Background: an optimization exercise with open tools, aiming at small area. Do not read the settings as production practice. The RTL was checked by simulation tests, not by an equivalence proof against the original design. Power is estimated from default activity; no workload was simulated.

==> inputs of job 7894 <==
Design TWireSerIntrfc, start of the top module:
module TWireSerIntrfc #(
  parameter I2CCLK = 100,  
  parameter SYSCLK = 100,  
  parameter [7:0] SLAVE_RD_ADDR = 8'h21,  
  parameter [7:0] SLAVE_WR_ADDR = 8'h20   
)
(
  input         clk,
  input         async_rst,
  input         sync_rst,
  input         rw,
  input         valid_in,
  input  [15:0] reg_addr,
  input  [15:0] data_in,
  output        valid_out,
  output [15:0] data_out,
  output        busy,
  output        error,
  input         SDA_I,
  output        SDA_O,
  output        SDA_T,
  output        SCL
);
==> module TWireSerIntrfc, before the edit <==
module TWireSerIntrfc #(
  parameter I2CCLK = 100,  
  parameter SYSCLK = 100,  
  parameter [7:0] SLAVE_RD_ADDR = 8'h21,  
  parameter [7:0] SLAVE_WR_ADDR = 8'h20   
)
(
  input         clk,
  input         async_rst,
  input         sync_rst,
  input         rw,
  input         valid_in,
  input  [15:0] reg_addr,
  input  [15:0] data_in,
  output        valid_out,
  output [15:0] data_out,
  output        busy,
  output        error,
  input         SDA_I,
  output        SDA_O,
  output        SDA_T,
  output        SCL
);
  localparam [7:0] LMASK = 8'b11100001;
  localparam [7:0] LJ    = 8'b11100101;    
  localparam [7:0] LR    = 8'b01100101;    
  localparam [7:0] MJT   = 8'b10011111;    
  localparam [7:0] LP    = 8'b11110010;    
  localparam [7:0] MP    = 8'b10101111;    
  localparam [7:0] LF    = 8'b10101110;    
  localparam [7:0] MF    = 8'b11110011;
  localparam [7:0] LV    = 8'b10111001;    
  localparam [7:0] MV    = 8'b11001111;
  localparam [4:0]
    WAIT   = 5'd3,    
    WAIT_E = 5'd1,    
    INIT_W = 5'd4,
    INIT_E = 5'd2,    
    SWS    = 5'd5,    
    SWA    = 5'd6,    
    RWAA   = 5'd7,
    SHRA   = 5'd8,
    RHRAA  = 5'd9,
    SLRA   = 5'd10,
    RLRAA  = 5'd11,
    SHD    = 5'd12,
    RHDA   = 5'd13,
    SLD    = 5'd14,
    RLDA   = 5'd15,
    STOP   = 5'd16,
    ERR    = 5'd0,
    INIT_R = 5'd18,
    SRS    = 5'd19,
    SRA    = 5'd20,
    RRAA   = 5'd21,
    RHD    = 5'd22,
    SHDA   = 5'd23,
    RLD    = 5'd24,
    SLDN   = 5'd25;
  reg [7:0]    tq, dq;    
  wire [7:0]   tick = tq ^ LR;
  wire [7:0]   dly  = dq ^ LP;
  reg          sclk_sync, ivi, sclk, busy1;
  reg [4:0]    st, nst;
  reg [2:0]    bq;        
  wire [2:0]   bc = ~bq;
  reg [15:0]   par;
  wire tj   = (tick & MJT) == (LJ & MJT);
  wire dj   = (dly & MJT) == (LJ & MJT);    
  wire dp   = (dly & MP) == (LP & MP);
  wire fe   = (tick & MF) == (LF & MF);
  wire re   = tj;
  wire idle = (st == WAIT) | (st == WAIT_E);
  wire sen  = ~(idle | (st == INIT_W) | (st == INIT_E));
  wire last = (bc == 3'd0) & ~sclk;
  wire ack  = par[0];
  always @(posedge clk or negedge async_rst) begin
    if (!async_rst) begin
      tq        <= 8'd0;
      dq        <= 8'd0;
      sclk_sync <= 1'b0;
      ivi       <= 1'b0;
      sclk      <= 1'b0;
      busy1     <= 1'b0;
    end else begin
      if (sync_rst) begin
        tq        <= 8'd0;
        dq        <= 8'd0;
        sclk_sync <= 1'b0;
        ivi       <= 1'b0;
        sclk      <= 1'b0;
        busy1     <= 1'b0;
      end else begin
        tq        <= {tick[6:0], ^(tick & LMASK) ^ tj} ^ LR;
        dq        <= (sclk_sync ? {dp, LJ[6:0]} : {dly[6:0], ^(dly & LMASK) ^ dj}) ^ LP;
        sclk_sync <= valid_in & ~ivi;
        ivi       <= valid_in | (ivi & ~dj);
        if (re) sclk <= ~(sclk & sen);
        busy1     <= idle & (valid_in | busy1);
      end
    end
  end
  always @(*) begin
    nst = st;
    case (st)
      WAIT   : if (ivi) nst = INIT_W;
      WAIT_E : if (ivi) nst = INIT_E;
      INIT_W : nst = SWS;
      INIT_E : nst = SWS;
      SWS    : nst = SWA;
      SWA    : if (last) nst = RWAA;
      RWAA   : if (!sclk) nst = ack ? ERR : SHRA;
      SHRA   : if (last) nst = RHRAA;
      RHRAA  : if (!sclk) nst = ack ? ERR : SLRA;
      SLRA   : if (last) nst = RLRAA;
      RLRAA  : if (!sclk) nst = ack ? ERR : (rw ? INIT_R : SHD);
      SHD    : if (last) nst = RHDA;
      RHDA   : if (!sclk) nst = ack ? ERR : SLD;
      SLD    : if (last) nst = RLDA;
      RLDA   : if (!sclk) nst = ack ? ERR : STOP;
      STOP   : nst = WAIT;
      ERR    : nst = WAIT_E;
      INIT_R : nst = SRS;
      SRS    : nst = SRA;
      SRA    : if (last) nst = RRAA;
      RRAA   : if (!sclk) nst = ack ? ERR : RHD;
      RHD    : if (last) nst = SHDA;
      SHDA   : if (!sclk) nst = RLD;
      RLD    : if (last) nst = SLDN;
      SLDN   : if (!sclk) nst = STOP;
      default: nst = WAIT;
    endcase
  end
  wire counting = (st == SWA) | (st == SHRA) | (st == SLRA) | (st == SHD) |
                  (st == SLD) | (st == SRA)  | (st == RHD)  | (st == RLD);
  always @(posedge clk or negedge async_rst) begin
    if (!async_rst) begin
      st <= WAIT;
      bq <= 3'd0;
    end else if (sync_rst) begin
      st <= WAIT;
      bq <= 3'd0;
    end else if (fe) begin
      st <= nst;
      if (!counting)
        bq <= 3'd0;
      else if (!sclk)
        bq <= bq + 1'b1;
    end
  end
  always @(posedge clk) begin
    if (fe & sclk & (st != SHDA))
      par <= {par[14:0], SDA_I};
  end
  reg sdo, sdt;
  always @(*) begin
    sdt = 1'b0;
    sdo = 1'b0;
    case (st)
      SWA    : sdo = SLAVE_WR_ADDR[bc];
      SHRA   : sdo = reg_addr[{1'b1, bc}];
      SLRA   : sdo = reg_addr[{1'b0, bc}];
      SHD    : sdo = data_in[{1'b1, bc}];
      SLD    : sdo = data_in[{1'b0, bc}];
      SRA    : sdo = SLAVE_RD_ADDR[bc];
      SLDN   : sdo = 1'b1;
      SWS, SRS, SHDA, STOP, ERR : sdo = 1'b0;
      default: begin sdt = 1'b1; sdo = 1'b1; end
    endcase
  end
  assign SDA_T     = sdt;
  assign SDA_O     = sdo;
  assign SCL       = sclk;
  assign busy      = ~idle | busy1;
  assign error     = (st == WAIT_E) | (st == INIT_E);
  assign valid_out = ((tick & MV) == (LV & MV)) & (st == RLD) & (bc == 3'd0) & sclk;
  assign data_out  = par;
endmodule
export LEC_CHECK = 0
export ABC_AREA = 1
export CAP_MARGIN = 20
export CORE_MARGIN = 2
export CORE_UTILIZATION = 65
export SLEW_MARGIN = 20
create_clock -name core_clock -period 10.0 [get_ports {clk}]
standard.sh (not shown) runs the stock make flow with config.mk's settings and CLKGATE_MAP_FILE= SYNTH_SCRIPT=/design/flow/synth_recipe.tcl, a recipe that flattens the netlist after the stock synthesis.
==> flow/flow/run.sh <==
#!/bin/bash
# The standard layout (standard.sh) with these changes:
#  - synthesis maps the logic with an area-oriented ABC script (flow/abc_area.script,
#    used through a copy of ORFS's scripts folder; registers are left as they are);
#  - combinational cells get their smallest drive strength after floorplan
#    (flow/downsize.tcl); later repair steps size up where needed;
#  - the port buffers use the smallest buffer cell;
#  - the clock tree uses the CTS arguments in flow/cts_args.
set -euo pipefail
rm -rf scripts_abc
cp -r "$FLOW_HOME/scripts" scripts_abc
cp flow/abc_area.script scripts_abc/abc_area.script
SCRIPTS_DIR="$PWD/scripts_abc" bash standard.sh synth > standard_synth.log 2>&1
export BUFFER_PORTS_ARGS="-buffer_cell sky130_fd_sc_hd__buf_1"
export CTS_ARGS="$(cat flow/cts_args)"
bash standard.sh floorplan > standard_floorplan.log 2>&1
ODB="orfs/results/${FLOW_PLATFORM}/TWireSerIntrfc/base/2_floorplan.odb" openroad -no_init -exit flow/downsize.tcl > downsize.log 2>&1
bash standard.sh > standard_finish.log 2>&1
==> flow/flow/abc_area.script <==
strash
balance
rewrite
refactor
balance
rewrite
rewrite -z
balance
refactor -z
rewrite -z
balance
dc2
dch -f
map -a
mfs2
map -a
topo
==> flow/flow/cts_args <==
-sink_clustering_enable -repair_clock_nets -buf_list sky130_fd_sc_hd__clkbuf_4 -dont_use_dummy_load
==> flow/flow/downsize.tcl <==
# Give every combinational cell of the synthesized netlist the smallest drive
# strength of its cell family; later repair steps size up where needed.
read_db $::env(ODB)
set block [ord::get_db_block]
set db [ord::get_db]
set saved 0.0
set n 0
foreach inst [$block getInsts] {
  set m [$inst getMaster]
  set name [$m getName]
  if {![regexp {^(sky130_fd_sc_hd__([a-z0-9]+))_([0-9]+)$} $name -> base fam drive]} { continue }
  if {[regexp {^(e?df|sdf|dl|lpflow|probe|tap|fill|decap|conb|diode)} $fam]} { continue }
  set best $m
  set barea [expr {[$m getWidth] * [$m getHeight]}]
  foreach d {0 1 2} {
    set c [$db findMaster "${base}_$d"]
    if {$c eq "NULL" || $c eq ""} { continue }
    set a [expr {[$c getWidth] * [$c getHeight]}]
    if {$a < $barea} { set best $c; set barea $a }
  }
  if {$best ne $m} {
    set old [expr {[$m getWidth] * [$m getHeight]}]
    if {[$inst swapMaster $best]} {
      set saved [expr {$saved + ($old - $barea) / 1e6}]
      incr n
      puts "[$inst getName]: $name -> [$best getName]"
    }
  }
}
puts "downsized $n cells, [format %.2f $saved] um2"
write_db $::env(ODB)
==> inputs of job 5032, as changes to job 7894 <==
--- a/flow/design.v
+++ b/flow/design.v
@@ -24,50 +24,46 @@
   localparam [7:0] LMASK = 8'b11100001;
   localparam [7:0] LJ    = 8'b11100101;    
   localparam [7:0] LR    = 8'b01100101;    
+  localparam [7:0] LL    = 8'b11001011;    
   localparam [7:0] MJT   = 8'b10011111;    
-  localparam [7:0] LP    = 8'b11110010;    
-  localparam [7:0] MP    = 8'b10101111;    
+  localparam [7:0] MJD   = 8'b00111111;    
   localparam [7:0] LF    = 8'b10101110;    
   localparam [7:0] MF    = 8'b11110011;
   localparam [7:0] LV    = 8'b10111001;    
   localparam [7:0] MV    = 8'b11001111;
   localparam [4:0]
-    WAIT   = 5'd3,    
+    WAIT   = 5'd0,    
     WAIT_E = 5'd1,    
-    INIT_W = 5'd4,
-    INIT_E = 5'd2,    
-    SWS    = 5'd5,    
-    SWA    = 5'd6,    
-    RWAA   = 5'd7,
-    SHRA   = 5'd8,
-    RHRAA  = 5'd9,
-    SLRA   = 5'd10,
-    RLRAA  = 5'd11,
-    SHD    = 5'd12,
-    RHDA   = 5'd13,
-    SLD    = 5'd14,
-    RLDA   = 5'd15,
-    STOP   = 5'd16,
-    ERR    = 5'd0,
-    INIT_R = 5'd18,
-    SRS    = 5'd19,
-    SRA    = 5'd20,
-    RRAA   = 5'd21,
-    RHD    = 5'd22,
-    SHDA   = 5'd23,
-    RLD    = 5'd24,
-    SLDN   = 5'd25;
-  reg [7:0]    tq, dq;    
-  wire [7:0]   tick = tq ^ LR;
-  wire [7:0]   dly  = dq ^ LP;
-  reg          sclk_sync, ivi, sclk, busy1;
+    INIT_W = 5'd2,
+    INIT_E = 5'd3,    
+    SWS    = 5'd4,    
+    SWA    = 5'd5,    
+    RWAA   = 5'd6,
+    SHRA   = 5'd7,
+    RHRAA  = 5'd8,
+    SLRA   = 5'd9,
+    RLRAA  = 5'd10,
+    SHD    = 5'd11,
+    RHDA   = 5'd12,
+    SLD    = 5'd13,
+    RLDA   = 5'd14,
+    STOP   = 5'd15,
+    ERR    = 5'd16,
+    INIT_R = 5'd17,
+    SRS    = 5'd18,
+    SRA    = 5'd19,
+    RRAA   = 5'd20,
+    RHD    = 5'd21,
+    SHDA   = 5'd22,
+    RLD    = 5'd23,
+    SLDN   = 5'd24;
+  reg [7:0]    tick, dly;
+  reg          ticktock, sclk_sync, ivi, sclk, busy1;
   reg [4:0]    st, nst;
-  reg [2:0]    bq;        
-  wire [2:0]   bc = ~bq;
+  reg [2:0]    bc;
   reg [15:0]   par;
   wire tj   = (tick & MJT) == (LJ & MJT);
-  wire dj   = (dly & MJT) == (LJ & MJT);    
-  wire dp   = (dly & MP) == (LP & MP);
+  wire dj   = (dly & MJD) == (LJ & MJD);
   wire fe   = (tick & MF) == (LF & MF);
   wire re   = tj;
   wire idle = (st == WAIT) | (st == WAIT_E);
@@ -76,25 +72,28 @@
   wire ack  = par[0];
   always @(posedge clk or negedge async_rst) begin
     if (!async_rst) begin
-      tq        <= 8'd0;
-      dq        <= 8'd0;
+      tick      <= LR;
+      dly       <= LJ;
+      ticktock  <= 1'b0;
       sclk_sync <= 1'b0;
       ivi       <= 1'b0;
       sclk      <= 1'b0;
       busy1     <= 1'b0;
     end else begin
       if (sync_rst) begin
-        tq        <= 8'd0;
-        dq        <= 8'd0;
+        tick      <= LR;
+        dly       <= LJ;
+        ticktock  <= 1'b0;
         sclk_sync <= 1'b0;
         ivi       <= 1'b0;
         sclk      <= 1'b0;
         busy1     <= 1'b0;
       end else begin
-        tq        <= {tick[6:0], ^(tick & LMASK) ^ tj} ^ LR;
-        dq        <= (sclk_sync ? {dp, LJ[6:0]} : {dly[6:0], ^(dly & LMASK) ^ dj}) ^ LP;
+        tick      <= {tick[6:0], ^(tick & LMASK) ^ tj};
+        dly       <= sclk_sync ? LL : {dly[6:0], ^(dly & LMASK) ^ dj};
+        ticktock  <= dj;
         sclk_sync <= valid_in & ~ivi;
-        ivi       <= valid_in | (ivi & ~dj);
+        ivi       <= valid_in | (ivi & ~ticktock);
         if (re) sclk <= ~(sclk & sen);
         busy1     <= idle & (valid_in | busy1);
       end
@@ -136,16 +135,16 @@
   always @(posedge clk or negedge async_rst) begin
     if (!async_rst) begin
       st <= WAIT;
-      bq <= 3'd0;
+      bc <= 3'd7;
     end else if (sync_rst) begin
       st <= WAIT;
-      bq <= 3'd0;
+      bc <= 3'd7;
     end else if (fe) begin
       st <= nst;
       if (!counting)
-        bq <= 3'd0;
+        bc <= 3'd7;
       else if (!sclk)
-        bq <= bq + 1'b1;
+        bc <= bc - 1'b1;
     end
   end
   always @(posedge clk) begin
==> flow/flow/run.sh (replaced) <==
#!/bin/bash
set -euo pipefail
export BUFFER_PORTS_ARGS="-buffer_cell sky130_fd_sc_hd__buf_1"
bash standard.sh > standard_flow.log 2>&1
Settings changed: CORE_UTILIZATION 65 to 40.
removed: flow/flow/abc_area.script
removed: flow/flow/cts_args
removed: flow/flow/downsize.tcl
==> inputs of job 8501, as changes to job 7894 <==
--- a/flow/design.v
+++ b/flow/design.v
@@ -21,16 +21,16 @@
   output        SDA_T,
   output        SCL
 );
-  localparam [7:0] LMASK = 8'b11100001;
-  localparam [7:0] LJ    = 8'b11100101;    
-  localparam [7:0] LR    = 8'b01100101;    
-  localparam [7:0] MJT   = 8'b10011111;    
-  localparam [7:0] LP    = 8'b11110010;    
-  localparam [7:0] MP    = 8'b10101111;    
-  localparam [7:0] LF    = 8'b10101110;    
-  localparam [7:0] MF    = 8'b11110011;
-  localparam [7:0] LV    = 8'b10111001;    
-  localparam [7:0] MV    = 8'b11001111;
+  localparam [7:0] LMASK = 8'b10010000;
+  localparam [7:0] LJ    = 8'b00011111;    
+  localparam [7:0] LR    = 8'b10011111;    
+  localparam [7:0] MJT   = 8'b11011111;    
+  localparam [7:0] LP    = 8'b10001111;    
+  localparam [7:0] MP    = 8'b10111111;    
+  localparam [7:0] LF    = 8'b11110111;    
+  localparam [7:0] MF    = 8'b01110111;
+  localparam [7:0] LV    = 8'b11011101;    
+  localparam [7:0] MV    = 8'b11111101;
   localparam [4:0]
     WAIT   = 5'd3,    
     WAIT_E = 5'd1,    
@@ -92,7 +92,7 @@
         busy1     <= 1'b0;
       end else begin
         tq        <= {tick[6:0], ^(tick & LMASK) ^ tj} ^ LR;
-        dq        <= (sclk_sync ? {dp, LJ[6:0]} : {dly[6:0], ^(dly & LMASK) ^ dj}) ^ LP;
+        dq        <= (sclk_sync ? {LJ[7] ^ ~dp, LJ[6:0]} : {dly[6:0], ^(dly & LMASK) ^ dj}) ^ LP;
         sclk_sync <= valid_in & ~ivi;
         ivi       <= valid_in | (ivi & ~dj);
         if (re) sclk <= ~(sclk & sen);
==> flow/flow/cts_args (replaced) <==
-sink_clustering_enable -repair_clock_nets -buf_list sky130_fd_sc_hd__clkbuf_8 -sink_clustering_size 24 -sink_clustering_max_diameter 200 -dont_use_dummy_load
Settings changed: CORE_UTILIZATION 65 to 40.
==> results.py <==
metrics = {
    "die": {
        "die-area_sq_um": 4030,
        "tap_cells": 46,
    },
    "layout": {
        "final_cell_mix": "buf_1 (59), nor2_1 (45), clkinv_1 (36), nand2_1 (26), dfrtp_1 (26)",
        "clock_area_share_pct": 1.43,
        "drive_gt1_share_pct": 3.70,
        "seq_cells": 44,
        "largest_cell_class": "flip-flops and latches",
        "fill_cells": 250,
        "finalNonFillerCells": 370,
        "seq_area_sq_um": 1180,
    },
    "routing": {
        "wl_met1_mm": 2.40,
    },
    "logic_synthesis": {
        "synth_cell_type_count": 33,
        "synth_seq_cells": 44,
        "yosys.area.top_type_share_pct": 28.3,
    },
    "placed_design": {
        "placedInstanceArea_sq_um": 2590,
        "place_hpwl_mm": 4.19,
    },
    "power": {
        "pwr-share-clk_pct": 15.6,
        "p_total_w": 0.000462,
    },
    "run_status": {
        "outcome": "timing/DRC/antenna clean",
    },
}
# the run above: job 7894

==> results.py <==
metrics = {
    "placed_design": {
        "placedInstanceArea_sq_um": 2920,
        "place_hpwl_mm": 4.75,
    },
    "layout": {
        "fill_cells": 674,
        "seq_cells": 45,
        "clock_area_share_pct": 3.07,
        "seq_area_sq_um": 1220,
        "final_cell_mix": "nand2_1 (70), buf_1 (59), nand3_1 (58), nor2_1 (43), inv_1 (28)",
        "drive_gt1_share_pct": 12.0,
        "finalNonFillerCells": 470,
    },
    "die": {
        "tap_cells": 77,
        "die-area_sq_um": 7320,
    },
    "logic_synthesis": {
        "synth_seq_cells": 45,
        "synth_cell_type_count": 39,
        "yosys.area.top_type_share_pct": 18.1,
    },
    "run_status": {
        "outcome": "timing/DRC/antenna clean",
    },
}
# the run above: job 5032

==> results.py <==
metrics = {
    "logic_synthesis": {
        "synth_seq_cells": 44,
        "yosys.area.top_type_share_pct": 29.0,
    },
    "die": {
        "tap_cells": 72,
    },
    "layout": {
        "finalNonFillerCells": 395,
        "drive_gt1_share_pct": 2.79,
        "clock_area_share_pct": 2.62,
        "fill_cells": 565,
    },
    "run_status": {
        "outcome": "timing/DRC/antenna clean",
    },
    "placed_design": {
        "placedInstanceArea_sq_um": 2560,
        "place_hpwl_mm": 4.09,
    },
    "power": {
        "pwr-share-clk_pct": 22.4,
    },
}
# the run above: job 8501

-- port drivers added, routing unchanged --
How much do the figures lean on ideal ports? The routed layouts below were timed once more, with nothing changed but the port constraints. Step 1: set_driving_cell puts a clkbuf_16 on clk and a buf_2 on each other input, an assumption about the parent block. Step 2 moves the port delays by t, midway between the first and last clock arrival at a register: inputs arrive t later, outputs are due t later. That takes back most of the time a late clock gives input paths. Slacks: no drivers / after step 1 / after step 2; pairs: no drivers / after step 1.
| run | t (ns) | setup slack, ns | clock arrival spread, ns |
|---|---|---|---|
| job 7894 | 0.365 | 4.750 / 4.725 / 4.866 | 0.031 / 0.031 |
| job 5032 | 0.327 | 5.160 / 5.135 / 5.135 | 0.011 / 0.010 |
| job 8501 | 0.310 | 4.829 / 4.807 / 4.807 | 0.029 / 0.030 |
After both steps every run listed still meets setup and hold. The setup slack of job 5032, which loses most, moves by -0.025 ns with the drivers and by -0.025 ns with both steps.
